What follows belongs to an exercise in optimizing a design on an open flow for small area; a production flow would make more cautious choices. No run shown here included a check of the RTL's function; only the layout flow was run. Power is estimated from default activity; no workload was simulated.

**design.v**
```verilog
package riscv_pkg;
    localparam XLEN = 64;
endpackage
package riscv_privileged_pkg;
    localparam MXLEN            = 64;
    localparam BOOT_ADDRESS     = 63'h100;
    typedef enum logic [1:0]
    {
        XLEN_32     = 2'd1,
        XLEN_64     = 2'd2,
        XLEN_128    = 2'd3
    } mxl_t;
    typedef enum logic [25:0]
    {
        A  = 26'h1,
        B  = 26'h2,
        C  = 26'h4,
        D  = 26'h8,
        E  = 26'h10,
        F  = 26'h20,
        G  = 26'h40,           
        H  = 26'h80,
        I  = 26'h100,          
        J  = 26'h200,          
        K  = 26'h400,          
        L  = 26'h800,          
        M  = 26'h1000,
        N  = 26'h2000,
        O  = 26'h4000,         
        P  = 26'h8000,
        Q  = 26'h10000,
        R  = 26'h20000,        
        S  = 26'h40000,
        T  = 26'h80000,        
        U  = 26'h100000,
        V  = 26'h200000,
        W  = 26'h400000,       
        X  = 26'h800000,
        Y  = 26'h1000000,      
        Z  = 26'h2000000       
    } extensions_t;
    typedef struct packed
    {
        logic           sd;
        logic [24:0]    wpri_4;
        logic           mbe;
        logic           sbe;
        logic [1:0]     sxl;
        logic [1:0]     uxl;
        logic [8:0]     wpri_3;
        logic           tsr;
        logic           tw;
        logic           tvm;
        logic           mxr;
        logic           sum;
        logic           mprv;
        logic [1:0]     xs;
        logic [1:0]     fs;
        logic [1:0]     mpp;
        logic [1:0]     vs;
        logic           spp;
        logic           mpie;
        logic           ube;
        logic           spie;
        logic           wpri_2;
        logic           mie;
        logic           wpri_1;
        logic           sie;
        logic           wpri_0;
    } mstatus_t;
    typedef struct packed
    {
        logic [1:0]     mxl;
        logic [35:0]    zero;
        logic [25:0]    extensions;
    } misa_t;
    typedef logic [63:0]        medeleg_t;
    typedef logic [MXLEN - 1:0] mideleg_t;
    typedef struct packed {
        logic [47:0]    non_standard;
        logic [1:0]     zero_7;
        logic           lcofie;
        logic           zero_6;
        logic           meie;
        logic           zero_5;
        logic           seie;
        logic           zero_4;
        logic           mtie;
        logic           zero_3;
        logic           stie;
        logic           zero_2;
        logic           msie;
        logic           zero_1;
        logic           ssie;
        logic           zero_0;
    } mie_t;
    typedef struct packed
    {
        logic [61:0]    base;
        logic [1:0]     mode;
    } mtvec_t;
    typedef enum logic [1:0]
    {
        DIRECT      = 2'd0,
        VECTORED    = 2'd1
    } mtvec_mode_t;
    typedef struct packed
    {
        logic hpm31;
        logic hpm30;
        logic hpm29;
        logic hpm28;
        logic hpm27;
        logic hpm26;
        logic hpm25;
        logic hpm24;
        logic hpm23;
        logic hpm22;
        logic hpm21;
        logic hpm20;
        logic hpm19;
        logic hpm18;
        logic hpm17;
        logic hpm16;
        logic hpm15;
        logic hpm14;
        logic hpm13;
        logic hpm12;
        logic hpm11;
        logic hpm10;
        logic hpm9;
        logic hpm8;
        logic hpm7;
        logic hpm6;
        logic hpm5;
        logic hpm4;
        logic hpm3;
        logic ir;
        logic tm;
        logic cy;
    } mcounteren_t;
    typedef struct packed {
        logic [25:0]    wpri_1;
        logic           mbe;
        logic           sbe;
        logic [3:0]     wpri_0;
    } mstatush_t;
    typedef logic [MXLEN - 1:0] medelegh_t;  
    typedef logic [MXLEN - 1:0] mscratch_t;
    typedef logic [MXLEN - 1:0] mepc_t;
    typedef struct packed {
        logic           interrupt;
        logic [62:0]    exception_code;
    } mcause_t;
    typedef logic [MXLEN - 1:0] mtval_t;
    typedef struct packed {
        logic [47:0]    non_standard;
        logic [1:0]     zero_7;
        logic           lcofip;
        logic           zero_6;
        logic           meip;
        logic           zero_5;
        logic           seip;
        logic           zero_4;
        logic           mtip;
        logic           zero_3;
        logic           stip;
        logic           zero_2;
        logic           msip;
        logic           zero_1;
        logic           ssip;
        logic           zero_0;
    } mip_t;
    typedef logic [MXLEN - 1:0] mtinst_t;
    typedef logic [MXLEN - 1:0] mtval2_t;
    typedef logic [MXLEN - 1:0] mcycle_t;
    typedef logic [MXLEN - 1:0] minstret_t;
    typedef logic [MXLEN - 1:0] mhpmcounter_t;
    typedef enum logic [MXLEN - 2:0]
    {
        SUPERVISOR_SOFTWARE_INTERRUPT   = 63'd1,
        MACHINE_SOFTWARE_INTERRUPT      = 63'd3,
        SUPERVISOR_TIMER_INTERRUPT      = 63'd5,
        MACHINE_TIMER_INTERRUPT         = 63'd7,
        SUPERVISOR_EXTERNAL_INTERRUPT   = 63'd9,
        MACHINE_EXTERNAL_INTERRUPT      = 63'd11,
        COUNTER_OVERFLOW_INTERRUPT      = 63'd13
    } asynchronous_exception_code_t;
    typedef enum logic [MXLEN - 2:0]
    {   
        INSTRUCTION_ADDRESS_MISALIGNED  = 63'd0,
        INSTRUCTION_ACCESS_FAULT        = 63'd1,
        ILLEGAL_INSTRUCTION             = 63'd2,
        BREAKPOINT                      = 63'd3,
        LOAD_ADDRESS_MISALIGNED         = 63'd4,
        LOAD_ACCESS_FAULT               = 63'd5,
        STORE_AMO_ADDRESS_MISALIGNED    = 63'd6,
        STORE_AMO_ACCESS_FAULT          = 63'd7,
        ENVIRONMENT_CALL_FROM_U_MODE    = 63'd8,
        ENVIRONMENT_CALL_FROM_S_MODE    = 63'd9,
        ENVIRONMENT_CALL_FROM_M_MODE    = 63'd11,
        INSTRUCTION_PAGE_FAULT          = 63'd12,
        LOAD_PAGE_FAULT                 = 63'd13,
        STORE_AMO_PAGE_FAULT            = 63'd15,
        SOFTWARE_CHECK                  = 63'd18,
        HARDWARE_ERROR                  = 63'd19
    } synchronous_exception_code_t;
    typedef logic [MXLEN - 1:0] exception_code_t;
    typedef struct packed
    {
        logic               interrupt;
        exception_code_t    exception_code;
    } csr_exception_cause_t;
    typedef enum logic [1:0]
    {
        USER        = 2'b00,
        SUPERVISOR  = 2'b01,
        RESERVED    = 2'b10,
        MACHINE     = 2'b11
    } privilege_level_t;
    typedef enum logic [1:0]
    {
        OFF     = 2'b00,
        INITIAL = 2'b01,
        CLEAN   = 2'b10,
        DIRTY   = 2'b11
    } extension_status_t;
    typedef enum logic [11:0]
    {
        CSR_MSTATUS         = 12'h300,
        CSR_MISA            = 12'h301,
        CSR_MEDELEG         = 12'h302,
        CSR_MIDELEG         = 12'h303,
        CSR_MIE             = 12'h304,
        CSR_MTVEC           = 12'h305,
        CSR_MCOUNTEREN      = 12'h306,
        CSR_MSCRATCH        = 12'h340,
        CSR_MEPC            = 12'h341,
        CSR_MCAUSE          = 12'h342,
        CSR_MTVAL           = 12'h343,
        CSR_MIP             = 12'h344,
        CSR_MTINST          = 12'h34A,
        CSR_MTVAL2          = 12'h34B,
        CSR_MCYCLE           = 12'hB00,
        CSR_MINSTRET         = 12'hB02,
        CSR_MHPMCOUNTER_3    = 12'hB03,
        CSR_MHPMCOUNTER_4    = 12'hB04,
        CSR_MHPMCOUNTER_5    = 12'hB05,
        CSR_MHPMCOUNTER_6    = 12'hB06,
        CSR_MHPMCOUNTER_7    = 12'hB07,
        CSR_MHPMCOUNTER_8    = 12'hB08,
        CSR_MHPMCOUNTER_9    = 12'hB09,
        CSR_MHPMCOUNTER_10   = 12'hB0A,
        CSR_MHPMCOUNTER_11   = 12'hB0B,
        CSR_MHPMCOUNTER_12   = 12'hB0C,
        CSR_MHPMCOUNTER_13   = 12'hB0D,
        CSR_MHPMCOUNTER_14   = 12'hB0E,
        CSR_MHPMCOUNTER_15   = 12'hB0F,
        CSR_MHPMCOUNTER_16   = 12'hB10,
        CSR_MHPMCOUNTER_17   = 12'hB11,
        CSR_MHPMCOUNTER_18   = 12'hB12,
        CSR_MHPMCOUNTER_19   = 12'hB13,
        CSR_MHPMCOUNTER_20   = 12'hB14,
        CSR_MHPMCOUNTER_21   = 12'hB15,
        CSR_MHPMCOUNTER_22   = 12'hB16,
        CSR_MHPMCOUNTER_23   = 12'hB17,
        CSR_MHPMCOUNTER_24   = 12'hB18,
        CSR_MHPMCOUNTER_25   = 12'hB19,
        CSR_MHPMCOUNTER_26   = 12'hB1A,
        CSR_MHPMCOUNTER_27   = 12'hB1B,
        CSR_MHPMCOUNTER_28   = 12'hB1C,
        CSR_MHPMCOUNTER_29   = 12'hB1D,
        CSR_MHPMCOUNTER_30   = 12'hB1E,
        CSR_MHPMCOUNTER_31   = 12'hB1F
    } csr_allocation_t;
    typedef enum logic [3:0]
    {
        WRITE_AND_READ  = 4'b0001,
        SET_AND_READ    = 4'b0010,
        CLEAR_AND_READ  = 4'b0011,
        READ_ONLY       = 4'b0101,
        WRITE_ONLY      = 4'b1000
    } csr_command_t;
    typedef struct packed
    {
        logic [1:0]         read_write_access;
        privilege_level_t   minimum_privilege_level;
        logic [7:0]         physical_address;
    } csr_address_t;
endpackage
module exception_handler
(
    input logic                             clock_i,
    input logic                             reset_ni,
    input logic [riscv_pkg::XLEN - 1:0]                pc_i,
    input riscv_privileged_pkg::csr_address_t                     csr_address_i,
    input riscv_privileged_pkg::csr_command_t                     csr_command_i,
    input logic [riscv_privileged_pkg::MXLEN - 1:0]               csr_write_data_i,
    input logic                             csr_exception_i,
    input riscv_privileged_pkg::csr_exception_cause_t             csr_exception_cause_i,
    input logic [riscv_pkg::XLEN - 1:0]                csr_exception_pc_i,
    input logic                             timer_interrupt_i,
    input logic                             instruction_retired_i,
    input logic                             mret_i,
    output logic [riscv_privileged_pkg::MXLEN - 1:0]              csr_read_data_o,
    output logic                            csr_read_data_valid_o,
    output logic [riscv_pkg::XLEN - 1:0]               trap_pc_o,
    output logic                            flush_pipeline_o
);
    logic [11:0] a;
    assign a = csr_address_i;
    logic hi30, hi34;
    assign hi30 = (a[11:4] == 8'h30);
    assign hi34 = (a[11:4] == 8'h34);
    logic a300, a301, a304, a305, a306, a340, a341, a342, a343, a344, a34a, a34b;
    assign a300 = hi30 & (a[3:0] == 4'h0);
    assign a301 = hi30 & (a[3:0] == 4'h1);
    assign a304 = hi30 & (a[3:0] == 4'h4);
    assign a305 = hi30 & (a[3:0] == 4'h5);
    assign a306 = hi30 & (a[3:0] == 4'h6);
    assign a340 = hi34 & (a[3:0] == 4'h0);
    assign a341 = hi34 & (a[3:0] == 4'h1);
    assign a342 = hi34 & (a[3:0] == 4'h2);
    assign a343 = hi34 & (a[3:0] == 4'h3);
    assign a344 = hi34 & (a[3:0] == 4'h4);
    assign a34a = hi34 & (a[3:0] == 4'hA);
    assign a34b = hi34 & (a[3:0] == 4'hB);
    logic exists;
    assign exists = (hi30 & (a[3:0] <= 4'h6)) | (hi34 & ((a[3:0] <= 4'h4) | (a[3:1] == 3'b101)));
    logic rd_cmd, wr_cmd, rd_en, wr_en, xwr;
    assign rd_cmd = (csr_command_i == 4'b0001) | (csr_command_i == 4'b0101);
    assign wr_cmd = (csr_command_i == 4'b0001) | (csr_command_i == 4'b1000);
    assign rd_en  = rd_cmd & exists;
    assign wr_en  = wr_cmd & exists;
    assign xwr    = csr_exception_i & wr_en;
    logic mie_b, mpie_b, mpp_b;           
    logic [2:0] mie_r;                    
    logic [2:0] mip_r;                    
    logic mcause_b;                       
    logic v_mtvec, v_mcounteren, v_mscratch, v_mepc, v_mtval, v_mtinst, v_mtval2;
    logic [63:0] mtvec_q, mscratch_q, mepc_q, mtval_q, mtinst_q, mtval2_q;
    logic [31:0] mcounteren_q;
    logic trap;
    assign trap = mie_b & mip_r[1] & mie_r[1];
    logic we_mtvec, we_mcounteren, we_mscratch, we_mie, we_mip, we_mtinst, we_mtval2;
    assign we_mtvec      = wr_en & a305;
    assign we_mcounteren = wr_en & a306;
    assign we_mscratch   = wr_en & a340;
    assign we_mie        = wr_en & a304;
    assign we_mip        = xwr & a344;
    assign we_mtinst     = xwr & a34a;
    assign we_mtval2     = xwr & a34b;
    logic [64:0] cause;
    assign cause = csr_exception_cause_i;
    logic cause_small, c_wdata, c_epc;
    assign cause_small = (cause[64:4] == 61'd0);
    assign c_wdata = cause_small & (cause[3:0] == 4'd0 || cause[3:0] == 4'd4 || cause[3:0] == 4'd5 ||
                                    cause[3:0] == 4'd6 || cause[3:0] == 4'd7 || cause[3:0] == 4'd12 ||
                                    cause[3:0] == 4'd15);
    assign c_epc = cause_small & (cause[3:0] == 4'd3);
    logic [63:0] mtval_new;
    assign mtval_new = ({64{c_wdata}} & csr_write_data_i) | ({64{c_epc}} & csr_exception_pc_i);
    always_ff @(posedge clock_i, negedge reset_ni)
        if (!reset_ni) begin
            mie_b <= 1'b0; mpie_b <= 1'b0; mpp_b <= 1'b0;
            mie_r <= 3'b0; mip_r <= 3'b0; mcause_b <= 1'b0;
            v_mtvec <= 1'b0; v_mcounteren <= 1'b0; v_mscratch <= 1'b0; v_mepc <= 1'b0;
            v_mtval <= 1'b0; v_mtinst <= 1'b0; v_mtval2 <= 1'b0;
        end else begin
            if (trap) begin
                mpp_b <= 1'b1; mpie_b <= mie_b; mie_b <= 1'b0;
            end else if (mret_i) begin
                mpp_b <= 1'b1; mpie_b <= 1'b0; mie_b <= mpie_b;
            end else if (wr_en & a300)
                mie_b <= csr_write_data_i[3];
            if (we_mie) mie_r <= {csr_write_data_i[11], csr_write_data_i[7], csr_write_data_i[3]};
            if (we_mip) mip_r <= {csr_write_data_i[11], csr_write_data_i[7], csr_write_data_i[3]};
            if (timer_interrupt_i) mcause_b <= 1'b1;
            if (we_mtvec)      v_mtvec <= 1'b1;
            if (we_mcounteren) v_mcounteren <= 1'b1;
            if (we_mscratch)   v_mscratch <= 1'b1;
            if (trap)          v_mepc <= 1'b1;
            if (xwr)           v_mtval <= 1'b1;
            if (we_mtinst)     v_mtinst <= 1'b1;
            if (we_mtval2)     v_mtval2 <= 1'b1;
        end
    always_ff @(posedge clock_i) begin
        if (we_mtvec)      mtvec_q <= csr_write_data_i;
        if (we_mcounteren) mcounteren_q <= csr_write_data_i[31:0];
        if (we_mscratch)   mscratch_q <= csr_write_data_i;
        if (trap)          mepc_q <= pc_i;
        if (xwr)           mtval_q <= mtval_new;
        if (we_mtinst)     mtinst_q <= csr_write_data_i;
        if (we_mtval2)     mtval2_q <= csr_write_data_i;
    end
    logic s_mstatus, s_misa, s_mie, s_mtvec, s_mtvec0, s_mcounteren, s_mscratch, s_mepc,
          s_mcause, s_mtval, s_mip, s_mtinst, s_mtval2;
    assign s_mstatus    = rd_en & a300;
    assign s_misa       = rd_en & a301;
    assign s_mie        = rd_en & a304;
    assign s_mtvec      = rd_en & a305 & v_mtvec;
    assign s_mtvec0     = rd_en & a305 & ~v_mtvec;
    assign s_mcounteren = rd_en & a306 & v_mcounteren;
    assign s_mscratch   = rd_en & a340 & v_mscratch;
    assign s_mepc       = rd_en & a341 & v_mepc;
    assign s_mcause     = rd_en & a342 & mcause_b;
    assign s_mtval      = rd_en & a343 & v_mtval;
    assign s_mip        = rd_en & a344;
    assign s_mtinst     = rd_en & a34a & v_mtinst;
    assign s_mtval2     = rd_en & a34b & v_mtval2;
    logic [63:0] rd_small;
    always_comb begin
        rd_small = 64'd0;
        rd_small[3]  = (s_mstatus & mie_b) | (s_mie & mie_r[0]) | (s_mip & mip_r[0]);
        rd_small[7]  = (s_mstatus & mpie_b) | (s_mie & mie_r[1]) | (s_mip & mip_r[1]);
        rd_small[11] = (s_mstatus & mpp_b) | (s_mie & mie_r[2]) | (s_mip & mip_r[2]);
        rd_small[12] = s_mstatus & mpp_b;
        rd_small[63] = s_misa | s_mcause;
        rd_small[8]  = s_misa;
        rd_small[2:0] = {3{s_mcause}};
        rd_small[10] = s_mtvec0;
    end
    assign csr_read_data_o = rd_small
                           | ({64{s_mtvec}}      & mtvec_q)
                           | ({64{s_mcounteren}} & {32'd0, mcounteren_q})
                           | ({64{s_mscratch}}   & mscratch_q)
                           | ({64{s_mepc}}       & mepc_q)
                           | ({64{s_mtval}}      & mtval_q)
                           | ({64{s_mtinst}}     & mtinst_q)
                           | ({64{s_mtval2}}     & mtval2_q);
    assign csr_read_data_valid_o = exists;
    assign flush_pipeline_o = trap & instruction_retired_i;
    logic vec, code7;
    assign vec   = v_mtvec & (mtvec_q[1:0] == 2'b01);
    assign code7 = vec & (timer_interrupt_i | mcause_b);
    assign trap_pc_o = trap ? {55'd0, 1'b1, 3'b000, {3{code7}}, 2'b00}
                            : pc_i + 64'd4;
endmodule
```
**run.sh**
```bash
#!/bin/bash
# synth_recipe.tcl (not shown) runs the flow's synth.tcl, then flattens the netlist and writes it again
# the make line also repeats each setting of config.mk as NAME=value (left out here)
make -C /OpenROAD-flow-scripts/flow DESIGN_CONFIG=/design/flow/config.mk WORK_HOME=/design/flow/orfs CLKGATE_MAP_FILE= SYNTH_SCRIPT=/design/flow/synth_recipe.tcl finish
```
**config.mk**
```make
export PLATFORM = sky130hd
export DESIGN_NAME = exception_handler
export DESIGN_NICKNAME = exception_handler
export VERILOG_FILES = /design/flow/design.v
export SDC_FILE = /design/flow/constraint.sdc
export NUM_CORES = 4
export LEC_CHECK = 0
export CAP_MARGIN = 20
export CORE_MARGIN = 2
export CORE_UTILIZATION = 40
export SLEW_MARGIN = 20
```
**constraint.sdc**
```tcl
create_clock -name core_clock -period 8.0 [get_ports {clock_i}]
set_input_delay 1.6000 -clock core_clock [delete_from_list [all_inputs] [get_ports {clock_i}]]
set_output_delay 1.6000 -clock core_clock [all_outputs]
set_load 0.01 [all_outputs]
```
==> results of run 1 <==
-- cell usage in the layout, fill, tap and decap left out, drive strengths merged, types with 6 or more instances in the layout --
cell	n
mux2	6
o21ai	32
or4	9
nand4	30
a222oi	27
and2	18
a22oi	141
a21oi	31
o31ai	7
nand2b	6
a22o	86
or3	26
o211ai	37
clkdlybuf4s50	408
nor2	47
nor3	12
edfxtp	416
clkbuf	61
nand3	45
and4	10
nand2	38
xnor2	17
nor2b	6
dfrtp	17
and3	14
buf	39
xor2	15
inv	15
nor4	27
or2	7
clkinv	15
a32oi	10
-- power by group --
group | internal [W] | total [W] | switching [W]
combinational | 0.000172 | 0.000299 | 0.000127
sequential | 0.00248 | 0.00248 | 0.000000412
clock | 0.00121 | 0.00208 | 0.000867
-- worst paths after layout --
kind	start	endpoint	slack [ns]	cells after the start
worst max register to register	mie_b	mepc_q[20]	6.01	4
min in group asynchronous	reset_ni	v_mtinst	1.51	1
worst min-delay path	v_mscratch	v_mscratch	0.46	1
worst max-delay path	csr_address_i[1]	csr_read_data_o[38]	0.82	7
max in group asynchronous	reset_ni	mie_r[2]	5.95	1
worst min register to register	v_mscratch	v_mscratch	0.46	1
-- synth_stat cells (all sizes together), types with 15 or more instances --
cell type  count  area share, %
a21oi         31           0.83
o21ai         32           0.86
a222oi        27            1.5
and2          18           0.60
xor2          15           0.71
nand4         30            1.0
edfxtp       416             67
clkbuf        40           0.83
o211ai        37            1.5
a22o          86            4.0
a22oi        141            5.7
nor2          47           0.96
buf           49            1.5
nand3         45            1.2
xnor2         17           0.80
nor4          27            1.3
or3           26           0.90
dfrtp         17            2.3
nand2         38           0.77
-- registers in the layout, indices dropped and copies added (netlist names), 3 cells and up --
| name | flops |
|---|---|
| mepc_q | 64 |
| mscratch_q | 64 |
| mtinst_q | 64 |
| mtval2_q | 64 |
| mtval_q | 64 |
| mtvec_q | 64 |
| mcounteren_q | 32 |
| mie_r | 3 |
| mip_r | 3 |
-- critical path: stages --
cell             delay (ns)
clkdlybuf4s50_1        0.70
or2_1                  0.41
a311o_1                0.56
or3_2                  0.89
buf_4                  0.42
o211ai_1               0.37
clkdlybuf4s50_1        0.61
-- layout make-up --
type                            instances  area [µm²]
Timing Repair Buffer                  447        4400
Multi-Input combinational cell        747        5290
Inverter                               13        51.3
Clock buffer                           61        1270
Antenna cell                            2        5.00
Clock inverter                         22         194
Sequential cell                       433       12900
Tap cell                              607         759
Fill cell                            3890       21400
-- through the flow --
| step | power, W | utilization (%) | hold WS, ns |
|---|---|---|---|
| detailed placement | 0.00282 | 50.6 | 0.445 |
| global placement | 0.00282 | 50.6 | 0.441 |
| global route | 0.00499 | 53.8 | 0.478 |
| finish | 0.00486 | 53.8 | 0.459 |
| floorplan | 0.00259 | - | 0.424 |
| CTS | 0.00489 | 53.8 | 0.460 |
-- cells by family (layout without fill, tap and decap cells) --
group	count (synthesis)	after routing
other	0	2
multiplexers	6	6
flip-flops	433	433
AND/OR/NAND/NOR	311	311
AO/OA/AOI/OAI	397	397
XOR/XNOR	32	32
buffers and inverters	102	543
adder cells (fa/ha/maj)	1	1
-- layer usage --
layer / vias to the layer above / global-route usage (%)
li1: 6118 / -
met5: - / 0
met2: 640 / 44.1
met4: 2 / 8.46
met1: 7113 / 33.2
met3: 103 / 3.92
==> impl_metrics.toml, run 1 <==
[yosys]
synthesis.nets = 1562
synth_edf_count = 416
synth_cell_types = 67
synth_xor_area_share_pct = 1.51
synth_top_family_by_area = "compound AO/OA/AOI/OAI gates"
ys_ff_latch = 433
synthFlopType = "edfxtp_1"
syn-cell-area_um2 = 18600
syn_inst = 1282
synth_warnings = 1
synth-adder-area-share_pct = 0.0672
ys_seq_area_share_pct = 69.4
synthSimpleGateAreaFrac_pct = 9.86
async_flop_share_pct = 3.93
syn_area_per_cell_um2 = 14.5
muxShareOfSynthArea_pct = 0.363
synth-compound-area-share_pct = 16.2

[floorplan]
rows = 79
dieArea_um2 = 48300
die_x_um = 220
io_pins = 409
initial_core_util_pct = 40.3
design.core.area_um2 = 46300
die_h_um = 220

[final_layout]
syn2layout_area_growth_pct = 33.7
final_area_um2 = 24900
nets = 1968
layoutNonFillerInstCount = 2332
drive_above_1_share_pct = 8.13

[clock_tree]
cts_tree = "built"
cts_buffers = 46
postCtsHoldBufs = 0
htreeDepth = 2
clockRootBuffer = "clkbuf_16"
clk_path_buf_depth = 3
clock_sinks = 433
ctsResizeCount = 0
clock_latency_ns = 0.58
post_cts_buffers = 0
clkSlewWorstSetupHoldPaths_ns = 0.06

[timing]
finalCritPeriodShare_pct = 89.8
period_needed_ns = 7.18
setup_viol = 0
max_slew_margin_pct = 25.2
maxSlewViolCount = 0
fin_tns_setup_ns = 0
skew_ns = 0.0270
tightest_slew_ns = 1.12
final.setup.worst_slack_ns = 0.818
hold_viol = 0
grt_setup_unrepaired = "no"
timing.fmax_mhz = 139

[power]
p_leak_nw = 7.73
p_per_area_nw_per_um2 = 195
vdd_ir_drop_max_uv = 163

[routing]
highest_layer = "met5"
drt-vias-per-instance = 5.99
route.vias.total = 14000
first_pass_iters = 6
drt-met1-wl_mm = 24.9
drtIter0Drc = 1243
drtAntennaViolNets = 0
routedWlPerCell_um = 26.9
routed_wl_mm = 62.8
wl_met2_mm = 31.5
drc = 0
wl_met3_mm = 4.69

[flow_run]
drv_cap = 0

[placement]
dp_hpwl_mm = 40.6
port_buffers = 408
preCtsSetupSlack_ns = 0.830
globalplace.congestion = 0.885
placed_area_um2 = 23400
dp_cells = 2247

[status]
status = "complete, no violations"

[setup_path]
crit_type = "input pin to output pin"
endpoint_kind = "output pin"
cp.required_ns = 6.40
start_kind = "input pin"
critPathMaxFanout = 26
cp.arrival_ns = 5.58

[global_routing]
antenna_found_initial = 4
grt_max_degree = 114
grt_pass1_vias = 14200
track_usage_pct = 25.6
grt_pass1_wl_mm = 90.6
grt-ovfl-total = 0

[worst_hold_path]
hold_path.class = "flip-flop to flip-flop"
==> run 2, diff against run 1 <==
--- a/config.mk
+++ b/config.mk
@@ -9,3 +9,4 @@
 export CORE_MARGIN = 2
 export CORE_UTILIZATION = 40
+export CTS_BUF_LIST = sky130_fd_sc_hd__clkbuf_4
 export SLEW_MARGIN = 20
==> run 2 against run 1 <==
Effect of this change: still clean; global-route usage rose by 0.32 points; setup slack improved by 0.013 ns; sequential share of layout area rose by 0.10 points; clock skew rose by 0.029 ns; routed wire length rose by 0.77%; final area fell by 0.20%; flip-flop and latch count did not move; non-clock buffer count did not move; count of clock-buffer cells in the layout rose by 107; register-to-register slack barely moved; combinational power barely moved; clock power fell by about 10%; critical endpoint is now csr_read_data_o[22].
==> impl_metrics.toml, run 2 <==
[timing]
timing.fmax_mhz = 139
grt_setup_unrepaired = "no"
max_slew_margin_pct = 25.1
setup_viol = 0
hold_viol = 0
skew_ns = 0.0562
tightest_slew_ns = 1.12
period_needed_ns = 7.17
finalCritPeriodShare_pct = 89.6
fin_tns_setup_ns = 0
final.setup.worst_slack_ns = 0.831
maxSlewViolCount = 0
hold_slack_ns = 0.465

[clock_tree]
ctsResizeCount = 0
clock_latency_ns = 0.86
clk_path_buf_depth = 3
post_cts_buffers = 0
clockRootBuffer = "clkbuf_4"
clkSlewWorstSetupHoldPaths_ns = 0.07
cts_buffers = 111
postCtsHoldBufs = 0
clock_sinks = 433
htreeDepth = 3
cts_tree = "built"

[power]
vdd_ir_drop_max_uv = 84.3
p_per_area_nw_per_um2 = 187
p_leak_nw = 7.85
power.total_w = 0.00465

[floorplan]
design.core.area_um2 = 46300
die_x_um = 220
dieArea_um2 = 48300
io_pins = 409
rows = 79
initial_core_util_pct = 40.3
die_h_um = 220

[worst_hold_path]
hold_path.class = "flip-flop to flip-flop"

[setup_path]
setup.reg_to_reg.worst_slack_ns = 6.02
cp.required_ns = 6.40
crit_top_cell = "clkdlybuf4s50_1"
cp.arrival_ns = 5.57
critPathMaxFanout = 26
endpoint_kind = "output pin"
start_kind = "input pin"
slowest_delay_ns = 0.89
path_cells = "clkdlybuf4s50_1, or2_1, a311o_1, or3_2, buf_4, o211ai_1, clkdlybuf4s50_1"
crit_type = "input pin to output pin"
crit_slowest_cell = "or3_2"

[final_layout]
mostFrequentLayoutCell = "edfxtp_1"
mostFrequentLayoutCells = "416 x edfxtp_1, 408 x clkdlybuf4s50_1, 168 x clkbuf_4"
seq_area_um2 = 12900
syn2layout_area_growth_pct = 33.4
postLayoutCoreUtil_pct = 53.7
multiInputGateArea_um2 = 5290
n_fill_cell = 3963
nets = 2033
drive_above_1_share_pct = 13.9

[routing]
routed_wl_mm = 63.3
drc = 0
drt-vias-per-instance = 5.83
drtAntennaViolNets = 0
routedWlPerCell_um = 25.9
route.vias.total = 14300
drtIter0Drc = 1375
first_pass_iters = 8

[global_routing]
grt-ovfl-total = 0
use_met2_pct = 43.4
met3_usage_pct = 5.53
busiest_layer = "met2"
track_usage_pct = 25.9
grt_pass1_vias = 14700
grt_max_degree = 114
met1_usage_pct = 32.9
grt_pass1_wl_mm = 91.3
antenna_found_initial = 6

[placement]
port_buffers = 408
globalplace.congestion = 0.885
preCtsSetupSlack_ns = 0.830
dp_hpwl_mm = 40.6

[flow_run]
drv_cap = 0

[yosys]
yosys.area.top_type_share_pct = 67.1
synth_cell_types = 67
synth_most_common_cell = "edfxtp_1"
synth_top_family_by_area = "compound AO/OA/AOI/OAI gates"
synth_edf_count = 416
synth_warnings = 1
ys_seq_area_share_pct = 69.4
synthTopCellsByCount = "416 x edfxtp_1, 141 x a22oi_1, 86 x a22o_1"
synthesis.nets = 1562
syn_area_per_cell_um2 = 14.5
yosysTopAreaCell = "edfxtp_1"
synth_area_leaders = "edfxtp_1 67%, a22oi_1 5.7%, a22o_1 4.0%"
synth-compound-area-share_pct = 16.2
synth_xor_area_share_pct = 1.51
syn-cell-area_um2 = 18600
ys_ff_latch = 433
muxShareOfSynthArea_pct = 0.363
syn_inst = 1282
async_flop_share_pct = 3.93
synth-adder-area-share_pct = 0.0672
synthSimpleGateAreaFrac_pct = 9.86
synthFlopType = "edfxtp_1"

[status]
status = "complete, no violations"
-- run 2: layout make-up --
class | count | area share (%)
sequential | 433 | 52.0
multi-input combinational | 747 | 21.3
timing repair buffer | 447 | 17.7
clock buffer | 168 | 5.08
tap | 607 | 3.06
clock inverter | 25 | 0.569
inverter | 13 | 0.206
antenna | 7 | 0.0705
-- run 2: metrics by stage --
| stage | instances | instance area [µm²] |
|---|---|---|
| after global placement | 2247 | 23400 |
| after global routing | 2446 | 24800 |
| final | 2447 | 24800 |
| after detailed placement | 2247 | 23400 |
| after CTS | 2440 | 24800 |
| after floorplan | 1282 | 18600 |
-- run 2: worst paths after layout --
| kind | from | end | cells past startpoint |
|---|---|---|---|
| worst max-delay path | csr_address_i[1] | csr_read_data_o[22] | 7 |
| worst min-delay path | v_mcounteren | v_mcounteren | 1 |
| worst max register to register | mie_b | mepc_q[26] | 4 |
| worst min register to register | v_mcounteren | v_mcounteren | 1 |
| max in group asynchronous | reset_ni | mip_r[0] | 1 |
| min in group asynchronous | reset_ni | v_mcounteren | 1 |
-- run 2: cells by family (layout without fill, tap and decap cells) --
| kind of cell | after synthesis | after routing |
|---|---|---|
| AND/OR/NAND/NOR | 311 | 311 |
| AO/OA/AOI/OAI | 397 | 397 |
| adder cells (fa/ha/maj) | 1 | 1 |
| buffers and inverters | 102 | 653 |
| multiplexers | 6 | 6 |
| XOR/XNOR | 32 | 32 |
| flip-flops | 433 | 433 |
| other | 0 | 7 |
-- run 2: worst max-delay path: cells and delay by family --
family,cells,cell delay [ns]
buffers and inverters,3,1.73
AO/OA/AOI/OAI,2,0.91
AND/OR/NAND/NOR,2,1.30
-- run 2: power by group --
| group | internal, W | total [W] | switching [W] | leakage, nW |
|---|---|---|---|---|
| registers | 0.00248 | 0.00248 | 0.000000414 | 3.83 |
| clock network | 0.000983 | 0.00187 | 0.000887 | 0.832 |
| logic | 0.000172 | 0.000299 | 0.000127 | 3.19 |
-- run 2: metal layers --
layer	wire (µm)	part of all wire, %	vias to the layer above
li1	-	-	6330
met1	25300	40	7158
met2	31200	49	657
met3	4730	7.5	128
met4	2010	3.2	2
met5	13	0.021	-
==> run 3, diff against run 2 <==
==> flow/run.sh (new file) <==
#!/bin/bash
# Standard layout (the standard.sh: standard synthesis and ORFS flow), with
# plain buf_1 cells as port buffers and small clock-tree buffers without dummy loads.
set -euo pipefail
export BUFFER_PORTS_ARGS="-buffer_cell sky130_fd_sc_hd__buf_1"
export CTS_ARGS="-sink_clustering_enable -repair_clock_nets -buf_list sky130_fd_sc_hd__clkbuf_4 -dont_use_dummy_load"
bash standard.sh > standard_flow.log 2>&1
==> standard.sh (new file) <==
#!/bin/bash
# synth_recipe.tcl (not shown) runs the flow's synth.tcl, then flattens the netlist and writes it again
# the make line also repeats each setting of config.mk as NAME=value (left out here)
make -C /OpenROAD-flow-scripts/flow DESIGN_CONFIG=/design/flow/config.mk WORK_HOME=/design/flow/orfs CLKGATE_MAP_FILE= SYNTH_SCRIPT=/design/flow/synth_recipe.tcl "${@:-finish}"
--- a/config.mk
+++ b/config.mk
@@ -9,4 +9,3 @@
 export CORE_MARGIN = 2
 export CORE_UTILIZATION = 40
-export CTS_BUF_LIST = sky130_fd_sc_hd__clkbuf_4
 export SLEW_MARGIN = 20
removed: run.sh
==> run 3 against run 2 <==
Effect of this change: still clean; maximum frequency rose by 10%; first-iteration DRC count is 20% lower; final cell count is 4.0% lower; hold slack got worse by 0.0020 ns; final area decreased by 13%; sequential share of layout area rose by 7.8 points; routed wire length fell by 3.6%; critical path type unchanged; critical endpoint is now csr_read_data_o[53]; highest routed layer unchanged.
==> impl_metrics.toml, run 3 <==
[setup_path]
cp.required_ns = 6.40
crit_type = "input pin to output pin"
path_cells = "buf_1, or3b_2, nor4_4, buf_4, and2_2, buf_4, a22oi_1, o211ai_1, buf_1"
r2r_cells = 4
critPathMaxFanout = 36
slowest_delay_ns = 0.93
cp.arrival_ns = 4.91
crit_slowest_cell = "and2_2"
start_kind = "input pin"
setup.reg_to_reg.worst_slack_ns = 5.93
endpoint_kind = "output pin"

[clock_tree]
clockRootBuffer = "clkbuf_4"
ctsResizeCount = 0
clk_path_buf_depth = 3
postCtsHoldBufs = 0
clkSlewWorstSetupHoldPaths_ns = 0.06
clock_latency_ns = 0.79
cts_tree = "built"
cts_buffers = 110
post_cts_buffers = 0
clock_sinks = 433
htreeDepth = 3

[final_layout]
drive_above_1_share_pct = 10.2
seq_area_um2 = 12900
postLayoutCoreUtil_pct = 46.7
mostFrequentLayoutCells = "416 x edfxtp_1, 407 x buf_1, 141 x a22oi_1"
multiInputGateArea_um2 = 5290
syn2layout_area_growth_pct = 16.0
nets = 2021
mostFrequentLayoutCell = "edfxtp_1"
n_fill_cell = 4263

[timing]
skew_ns = 0.0724
final.setup.worst_slack_ns = 1.49
maxSlewViolCount = 0
grt_setup_unrepaired = "no"
finalCritPeriodShare_pct = 81.3
setup_viol = 0
timing.fmax_mhz = 154
tightest_slew_ns = 1.10
hold_viol = 0
period_needed_ns = 6.51
max_slew_margin_pct = 26.5
fin_tns_setup_ns = 0
hold_slack_ns = 0.463

[global_routing]
grt-ovfl-total = 0
antenna_found_initial = 5
grt_pass1_wl_mm = 87.3
grt_pass1_vias = 14000
grt_max_degree = 65
track_usage_pct = 24.9

[power]
p_clk_share_pct = 34.0
pwr-share-seq_pct = 61.3
p_comb_share_pct = 4.7
p_leak_nw = 6.39
switchingPower_w = 0.000886
vdd_ir_drop_max_uv = 78.8
power.internal_w = 0.00316
p_per_area_nw_per_um2 = 187
p_sw_share_pct = 21.9

[routing]
route.vias.total = 14000
highest_layer = "met5"
routed_wl_mm = 61.0
drtAntennaViolNets = 0
drt-met1-wl_mm = 24.2
wl_met2_mm = 30.8
drc = 0
drt-vias-per-instance = 5.97
drtIter0Drc = 1099
first_pass_iters = 8
wl_met3_mm = 4.38
routedWlPerCell_um = 26.0

[placement]
port_buffers = 408
dp_hpwl_mm = 39.9
globalplace.congestion = 0.854
preCtsSetupSlack_ns = 1.51

[yosys]
synth_most_common_cell = "edfxtp_1"
yosysTopAreaCell = "edfxtp_1"
synthesis.nets = 1562
syn_area_per_cell_um2 = 14.5
synthTopCellsByCount = "416 x edfxtp_1, 141 x a22oi_1, 86 x a22o_1"
ys_seq_area_share_pct = 69.4
synth_cell_types = 67
async_flop_share_pct = 3.93
synth_edf_count = 416
synth_area_leaders = "edfxtp_1 67%, a22oi_1 5.7%, a22o_1 4.0%"
synth_warnings = 1
syn_inst = 1282
yosys.area.top_type_share_pct = 67.1
ys_ff_latch = 433
syn-cell-area_um2 = 18600
synthFlopType = "edfxtp_1"

[floorplan]
die_h_um = 220
io_pins = 409
design.core.area_um2 = 46300
dieArea_um2 = 48300
die_x_um = 220
rows = 79
initial_core_util_pct = 40.3

[worst_hold_path]
hold_depth = 1
hold_path.class = "flip-flop to flip-flop"

[flow_run]
drv_cap = 0

[status]
status = "complete, no violations"
-- run 3: cell types whose count changed in the layout (fill, tap and decap cells not counted) --
cell,before,now
clkdlybuf4s50_1,408,0
buf_4,37,27
inv_2,1,0
buf_1,0,407
clkinvlp_4,3,0
diode_2,7,2
clkbuf_4,168,110
bufinv_16,1,0
clkbuf_2,0,1
inv_8,1,0
clkinv_2,2,0
clkinv_1,17,0
buf_12,2,1
-- run 3: per-layer routing --
| layer | vias to the layer above | global-route usage (%) |
|---|---|---|
| met1 | 7067 | 31.0 |
| met2 | 651 | 42.9 |
| met5 | - | 0 |
| li1 | 6207 | - |
| met3 | 94 | 5.19 |
| met4 | 2 | 9.37 |
-- run 3: worst max-delay path, delay by kind of cell --
family,cells,cell delay [ns]
buffers and inverters,4,1.37
and+or+nand+nor,3,1.65
AOI/OAI and AO/OA,2,0.25
-- run 3: logic make-up after synthesis --
kind of cell,count (synthesis),share of synthesized area [%]
AO/OA/AOI/OAI,397,16.2
buffers and inverters,102,2.59
AND/OR/NAND/NOR,311,9.86
flip-flops,433,69.4
adder cells (fa/ha/maj),1,0.0672
XOR/XNOR,32,1.51
multiplexers,6,0.363
-- run 3: worst paths after layout --
path | to | start
setup / recovery | csr_read_data_o[53] | csr_address_i[6]
hold / removal | v_mtval | v_mtval
setup reg to reg | mepc_q[41] | mie_b
hold reg to reg | v_mtval | v_mtval
max in group asynchronous | v_mepc | reset_ni
min in group asynchronous | mpie_b | reset_ni
-- run 3: stage by stage --
stage               total power, W  area [µm²]  instances
finish                     0.00404       21600       2348
global route               0.00421       21600       2348
CTS                        0.00409       21600       2346
detailed placement         0.00271       20800       2236
global placement           0.00271       20800       2236
floorplan                  0.00259       18600       1282
-- run 3: final cells by class --
class                           count  share of cell area, %
Sequential cell                   433                   59.8
Multi-Input combinational cell    747                   24.5
Timing Repair Buffer              436                   8.12
Clock buffer                      110                   3.82
Tap cell                          607                   3.51
Inverter                           13                  0.237
Antenna cell                        2                 0.0232
-- run 3: power groups by stage --
stage          registers, W   logic, W  clock network, W
2_1_floorplan       0.00253  0.0000591                 0
3_3_place_gp        0.00253   0.000184                 0
4_1_cts             0.00248   0.000188           0.00143
3_5_place_dp        0.00253   0.000188                 0
5_1_grt             0.00248   0.000205           0.00153
6_report            0.00248   0.000189           0.00137
==> run 4, diff against run 3 <==
==> flow/run.sh (replaced) <==
#!/bin/bash
# The standard layout (standard.sh: the standard synthesis and ORFS flow) with two changes:
# the port buffers are plain buf_1 cells, and the clock tree uses clkbuf_8 cells in larger
# clusters, without dummy loads. All output goes to standard_flow.log here (ORFS keeps each
# step's own log under orfs/logs/).
set -euo pipefail
export BUFFER_PORTS_ARGS="-buffer_cell sky130_fd_sc_hd__buf_1"
export CTS_ARGS="-sink_clustering_enable -repair_clock_nets -buf_list sky130_fd_sc_hd__clkbuf_8 -dont_use_dummy_load -sink_clustering_size 20 -sink_clustering_max_diameter 80"
bash standard.sh > standard_flow.log 2>&1
==> run 4 against run 3 <==
Effect of this change: setup slack worse by 0.00093 ns; clock skew is 0.030 ns lower; largest power group unchanged; critical endpoint is now csr_read_data_o[49]; final cell count is 3.5% lower; register-to-register slack hardly changed; non-clock buffer count stayed put; area after synthesis stayed put.
==> impl_metrics.toml, run 4 <==
[status]
status = "complete, no violations"

[clock_tree]
clockRootBuffer = "clkbuf_8"
cts_tree = "built"
clock_latency_ns = 0.63
htreeDepth = 1
ctsResizeCount = 0
postCtsHoldBufs = 0
cts_buffers = 27
clkSlewWorstSetupHoldPaths_ns = 0.12
post_cts_buffers = 0
clock_sinks = 433
clk_path_buf_depth = 3

[worst_hold_path]
hold_depth = 1
hold_path.class = "flip-flop to flip-flop"

[final_layout]
mostFrequentLayoutCell = "edfxtp_1"
mostFrequentLayoutCells = "416 x edfxtp_1, 407 x buf_1, 141 x a22oi_1"
layoutNonFillerInstCount = 2265
drive_above_1_share_pct = 5.74
n_fill_cell = 4239
syn2layout_area_growth_pct = 13.6
nets = 1938

[yosys]
synthFlopType = "edfxtp_1"
synth_area_leaders = "edfxtp_1 67%, a22oi_1 5.7%, a22o_1 4.0%"
synthTopCellsByCount = "416 x edfxtp_1, 141 x a22oi_1, 86 x a22o_1"
ys_ff_latch = 433
synth_most_common_cell = "edfxtp_1"
yosysTopAreaCell = "edfxtp_1"
syn-cell-area_um2 = 18600
syn_area_per_cell_um2 = 14.5
ys_seq_area_share_pct = 69.4
synth_edf_count = 416
async_flop_share_pct = 3.93
synth_warnings = 1
synthesis.nets = 1562
yosys.area.top_type_share_pct = 67.1
syn_inst = 1282
synth_cell_types = 67

[routing]
drtIter0Drc = 1190
drc = 0
routed_wl_mm = 60.3
first_pass_iters = 8
route.vias.total = 13600
routedWlPerCell_um = 26.6
drt-vias-per-instance = 6.00
drtAntennaViolNets = 0

[floorplan]
die_h_um = 220
die_x_um = 220
initial_core_util_pct = 40.3
dieArea_um2 = 48300
io_pins = 409
rows = 79
design.core.area_um2 = 46300

[timing]
hold_viol = 0
fin_tns_setup_ns = 0
max_slew_margin_pct = 27.7
setup_viol = 0
skew_ns = 0.0420
period_needed_ns = 6.51
grt_setup_unrepaired = "no"
tightest_slew_ns = 1.08
finalCritPeriodShare_pct = 81.3
maxSlewViolCount = 0
timing.fmax_mhz = 154

[setup_path]
endpoint_kind = "output pin"
start_kind = "input pin"
cp.required_ns = 6.40
crit_type = "input pin to output pin"
critPathMaxFanout = 36
cp.arrival_ns = 4.91
r2r_cells = 4
setup.reg_to_reg.worst_slack_ns = 5.93

[power]
pwr-share-seq_pct = 68.3
p_per_area_nw_per_um2 = 171
power.internal_w = 0.00284
p_sw_share_pct = 21.7
p_leak_nw = 6.08
p_clk_share_pct = 26.5
vdd_ir_drop_max_uv = 100
switchingPower_w = 0.000788
p_comb_share_pct = 5.2

[global_routing]
grt-ovfl-total = 0
grt_pass1_wl_mm = 86.0
grt_pass1_vias = 13200
grt_max_degree = 65
track_usage_pct = 24.3
antenna_found_initial = 3

[placement]
dp_hpwl_mm = 39.9
globalplace.congestion = 0.854
dp_cells = 2236
port_buffers = 408

[flow_run]
drv_cap = 0
run 4: cell counts after synthesis:
No cell type changed its count.
run 4: logic make-up after synthesis:
kind of cell / share of synthesized area [%]
DFF: 69.4
muxes: 0.363
and+or+nand+nor: 9.86
adders and majority gates: 0.0672
AOI/OAI and AO/OA: 16.2
xor gates and xnor gates: 1.51
buffers and inverters: 2.59
run 4: final cells by class:
cell class                      instances  area (µm²)  share of cell area [%]
Sequential cell                       433       12900                    61.1
Multi-Input combinational cell        747        5290                    25.0
Timing Repair Buffer                  436        1760                    8.30
Tap cell                              607         759                    3.59
Clock buffer                           27         372                    1.76
Inverter                               13        51.3                   0.243
Antenna cell                            2        5.00                  0.0237
run 4: power groups by stage:
| stage | logic, W | clock network [W] | registers (W) |
|---|---|---|---|
| final | 0.000188 | 0.000962 | 0.00247 |
| after CTS | 0.000188 | 0.000995 | 0.00247 |
| after global routing | 0.000205 | 0.00106 | 0.00247 |
| after global placement | 0.000184 | 0 | 0.00253 |
| after detailed placement | 0.000188 | 0 | 0.00253 |
| after floorplan | 0.0000591 | 0 | 0.00253 |
run 4: through the flow:
step / power, W / util (%) / hold WS, ns / worst slack (ns) / area, µm²
finish: 0.00363 / 45.7 / 0.477 / 1.49 / 21200
global route: 0.00374 / 45.7 / 0.486 / 1.29 / 21100
CTS: 0.00366 / 45.7 / 0.476 / 1.51 / 21100
detailed placement: 0.00271 / 44.9 / 0.446 / 1.51 / 20800
global placement: 0.00271 / 44.9 / 0.443 / 1.54 / 20800
floorplan: 0.00259 / - / 0.424 / 0.230 / 18600
run 4: layer usage:
layer,track usage (%),vias to the layer above,wire length [µm]
met3,3.49,76,4130
met1,31.5,6922,24200
met5,0,-,13
li1,-,6007,-
met4,6.11,2,1290
met2,42.8,593,30600
run 4: critical path, cell delays in order:
cell and delay, ns:
buf_1 0.52, or3b_2 0.57, nor4_4 0.14, buf_4 0.28, and2_2 0.92, buf_4 0.40, a22oi_1 0.10, o211ai_1 0.14
buf_1 0.19
run 4: worst paths after layout:
check / startpoint / endpoint
max: csr_address_i[6] / csr_read_data_o[49]
min: v_mcounteren / v_mcounteren
max reg2reg: mie_b / mepc_q[24]
min reg2reg: v_mcounteren / v_mcounteren
max in group asynchronous: reset_ni / v_mepc
min in group asynchronous: reset_ni / mie_b

[static timing again, ports no longer ideal]
The flow's constraints put no driver on any port. The routed layouts listed below were extracted and timed again, unchanged, in two steps.
Step 1: set_driving_cell puts a clkbuf_16 on clock_i and a buf_2 on each other input, an assumption about the parent block.
Step 2 moves the port delays by t, midway between the first and last clock arrival at a register: inputs arrive t later, outputs are due t later. That takes back most of the time a late clock gives input paths.
Slacks: no drivers / after step 1 / after step 2; pairs: no drivers / after step 1.
| run | t, ns | setup slack, ns | hold WS [ns] | pins driven straight from the clock port |
|---|---|---|---|---|
| run 1 | 0.621 | 0.818 / 0.787 / 0.787 | 0.459 / 0.459 / 0.459 | 1 |
| run 2 | 0.883 | 0.831 / 0.800 / 0.800 | 0.465 / 0.465 / 0.465 | 1 |
| run 3 | 0.827 | 1.495 / 1.466 / 1.466 | 0.463 / 0.463 / 0.463 | 1 |
| run 4 | 0.668 | 1.494 / 1.466 / 1.466 | 0.477 / 0.477 / 0.477 | 1 |
After both steps setup and hold are still met in every run listed.
